Source: an optimization exercise on an open RTL-to-GDS flow (aim: small area and a short achievable clock period). Production flows keep margins and buffers that such runs may drop. Only simulation tests tie the RTL to the original design; equivalence was not proved. Power figures rest on the tool's default switching activity, not on a simulated workload.

==> flow/design.v (excerpt) <==
module systolic_array(
    input [31:0] a1,a2,a3,
    input [31:0] b1,b2,b3,
    input rst, clk,
    output [63:0] c1,c2,c3,c4,c5,c6,c7,c8,c9
    );
For scale: ~25,000 cells after synthesis, about 2,100 flip-flops, roughly 270,000 µm² of cells after synthesis.
Settings: LEC_CHECK=0, CAP_MARGIN=20, CORE_MARGIN=2, CORE_UTILIZATION=55, CTS_BUF_LIST=sky130_fd_sc_hd__clkbuf_4 sky130_fd_sc_hd__clkbuf_8, PLACE_DENSITY=0.6, SLEW_MARGIN=20, SYNTH_HIERARCHICAL=1; clock period 12.0 ns.
standard.sh (not shown) runs the stock make flow with config.mk's settings and CLKGATE_MAP_FILE= SYNTH_SCRIPT=/design/flow/synth_recipe.tcl, a recipe that flattens the netlist after the stock synthesis.
==> flow/flow/run.sh <==
#!/bin/bash
set -euo pipefail
MARGIN=6.7
bash standard.sh SETUP_SLACK_MARGIN=$MARGIN \
  "BUFFER_PORTS_ARGS=-buffer_cell sky130_fd_sc_hd__buf_2" \
  "CTS_ARGS=-sink_clustering_enable -repair_clock_nets -buf_list {sky130_fd_sc_hd__clkbuf_4 sky130_fd_sc_hd__clkbuf_8} -dont_use_dummy_load" \
  finish > standard.log 2>&1
Next try:
==> flow/flow/run.sh (replaced) <==
#!/bin/bash
set -euo pipefail
MARGIN=6.7
bash standard.sh SETUP_SLACK_MARGIN=$MARGIN "BUFFER_PORTS_ARGS=-buffer_cell sky130_fd_sc_hd__buf_2" finish > standard.log 2>&1
The new run completed without violations.
Via count stays flat.
Total power is higher by 2.1%.
Worst setup slack gets better by 0.053 ns.

========
systolic_array, a different RTL version from the one above (not shown whole).
For scale: ~770 I/O pins, roughly 280,000 um2 of cells after synthesis.
==> flow/config.mk <==
export PLATFORM = sky130hd
export DESIGN_NAME = systolic_array
export DESIGN_NICKNAME = systolic_array
export VERILOG_FILES = /design/flow/design.v
export SDC_FILE = /design/flow/constraint.sdc
export NUM_CORES = 8
export LEC_CHECK = 0
export CAP_MARGIN = 20
export CORE_MARGIN = 2
export CORE_UTILIZATION = 55
export PLACE_DENSITY = 0.6
export SLEW_MARGIN = 20
export SYNTH_HIERARCHICAL = 1
==> flow/constraint.sdc <==
create_clock -name core_clock -period 12.0 [get_ports {clk}]
set_input_delay 2.4000 -clock core_clock [delete_from_list [all_inputs] [get_ports {clk}]]
set_output_delay 2.4000 -clock core_clock [all_outputs]
set_load 0.01 [all_outputs]
==> flow/flow/run.sh <==
#!/bin/bash
set -euo pipefail
MARGIN=6.7
bash standard.sh SETUP_SLACK_MARGIN=$MARGIN finish > standard.log 2>&1
The first run passed the timing, design-rule and antenna checks.
Change:
- CTS_BUF_LIST: unset -> sky130_fd_sc_hd__clkbuf_4 sky130_fd_sc_hd__clkbuf_8
Result: The new run produced a clean layout. Setup slack gains 0.032 ns. Clock skew goes up by 0.097 ns. Critical path depth rises by 3. Final area is lower by a few percent. Global-route usage went down by 0.73 points. Sequential cell count is unchanged.

========
== cedar ==
Another version of the RTL of systolic_array (not shown whole).
Size: ~25000 cells after synthesis, roughly 770 I/O pins, roughly 280000 um^2 of cells after synthesis.
// systolic_array
module systolic_array(
    input [31:0] a1,a2,a3,
    input [31:0] b1,b2,b3,
    input rst, clk,
    output [63:0] c1,c2,c3,c4,c5,c6,c7,c8,c9
    );
Settings: LEC_CHECK=0, CAP_MARGIN=20, CORE_MARGIN=2, CORE_UTILIZATION=55, CTS_BUF_LIST=sky130_fd_sc_hd__clkbuf_4 sky130_fd_sc_hd__clkbuf_8, PLACE_DENSITY=0.6, SLEW_MARGIN=20, SYNTH_HIERARCHICAL=1; clock period 12.0 ns.
==> flow/flow/run.sh <==
#!/bin/bash
set -euo pipefail
MARGIN=6.6
bash standard.sh SETUP_SLACK_MARGIN=$MARGIN TNS_END_PERCENT=10 "BUFFER_PORTS_ARGS=-buffer_cell sky130_fd_sc_hd__buf_2" finish > standard.log 2>&1
For onyx, these inputs were changed with respect to cedar:
==> flow/flow/run.sh <==
#!/bin/bash
set -euo pipefail
MARGIN=6.8
bash standard.sh SETUP_SLACK_MARGIN=$MARGIN "BUFFER_PORTS_ARGS=-buffer_cell sky130_fd_sc_hd__buf_2" finish > standard.log 2>&1
Notes after the runs:
- On total number of cells along the worst setup path: between cedar and onyx, it ends up lower for onyx.
- onyx: no failed stages, no open violations at the end
- cedar -> onyx: power dissipated in sequential cells flat
- Per the comparison of onyx with cedar, fmax went up by 1.9%; met2 layer usage reported by global route roughly the same; via count now sits higher; final worst setup slack saw an increase; fraction of power consumed by combinational cells decreased 0.4 points.
- Going from cedar to onyx, total instance count after detailed placement barely changed; fraction of area in multi-input gates shows a reduction of 0.61 points.

==> port drivers added, routing unchanged <==
The flow's constraints put no driver on any port. The routed layouts listed below were extracted and timed again, unchanged, in two steps.
Step 1 assumes that a clkbuf_16 drives the clock port and a buf_2 every other input.
Step 2 also shifts input and output timing later by t, the mid clock arrival at the registers, as if the neighbouring blocks saw the same clock.
Slacks: ideal / step 1 / step 2; pairs: ideal / step 1.
| run | shift t [ns] | setup slack, ns | worst hold slack (ns) | worst data-port slew with drivers (ns) |
|---|---|---|---|---|
| the first run of note 1 | 1.377 | 6.330 / 6.188 / 5.102 | 0.343 / 0.343 / 0.343 | 0.41 |
| the second run of note 1 | 1.384 | 6.383 / 6.252 / 5.133 | 0.363 / 0.363 / 0.363 | 0.37 |
| the first run of note 2 | 1.134 | 6.428 / 6.294 / 5.315 | 0.371 / 0.371 / 0.371 | 0.40 |
| the second run of note 2 | 1.319 | 6.460 / 6.327 / 5.322 | 0.368 / 0.368 / 0.368 | 0.36 |
| cedar | 1.357 | 6.385 / 6.315 / 5.182 | 0.323 / 0.323 / 0.323 | 0.30 |
| onyx | 1.391 | 6.488 / 6.363 / 5.262 | 0.337 / 0.337 / 0.337 | 0.41 |
After both steps every run listed still meets setup and hold. For the second run of note 1, which loses most, drivers alone change the setup slack by -0.131 ns; drivers and shift together by -1.250 ns.
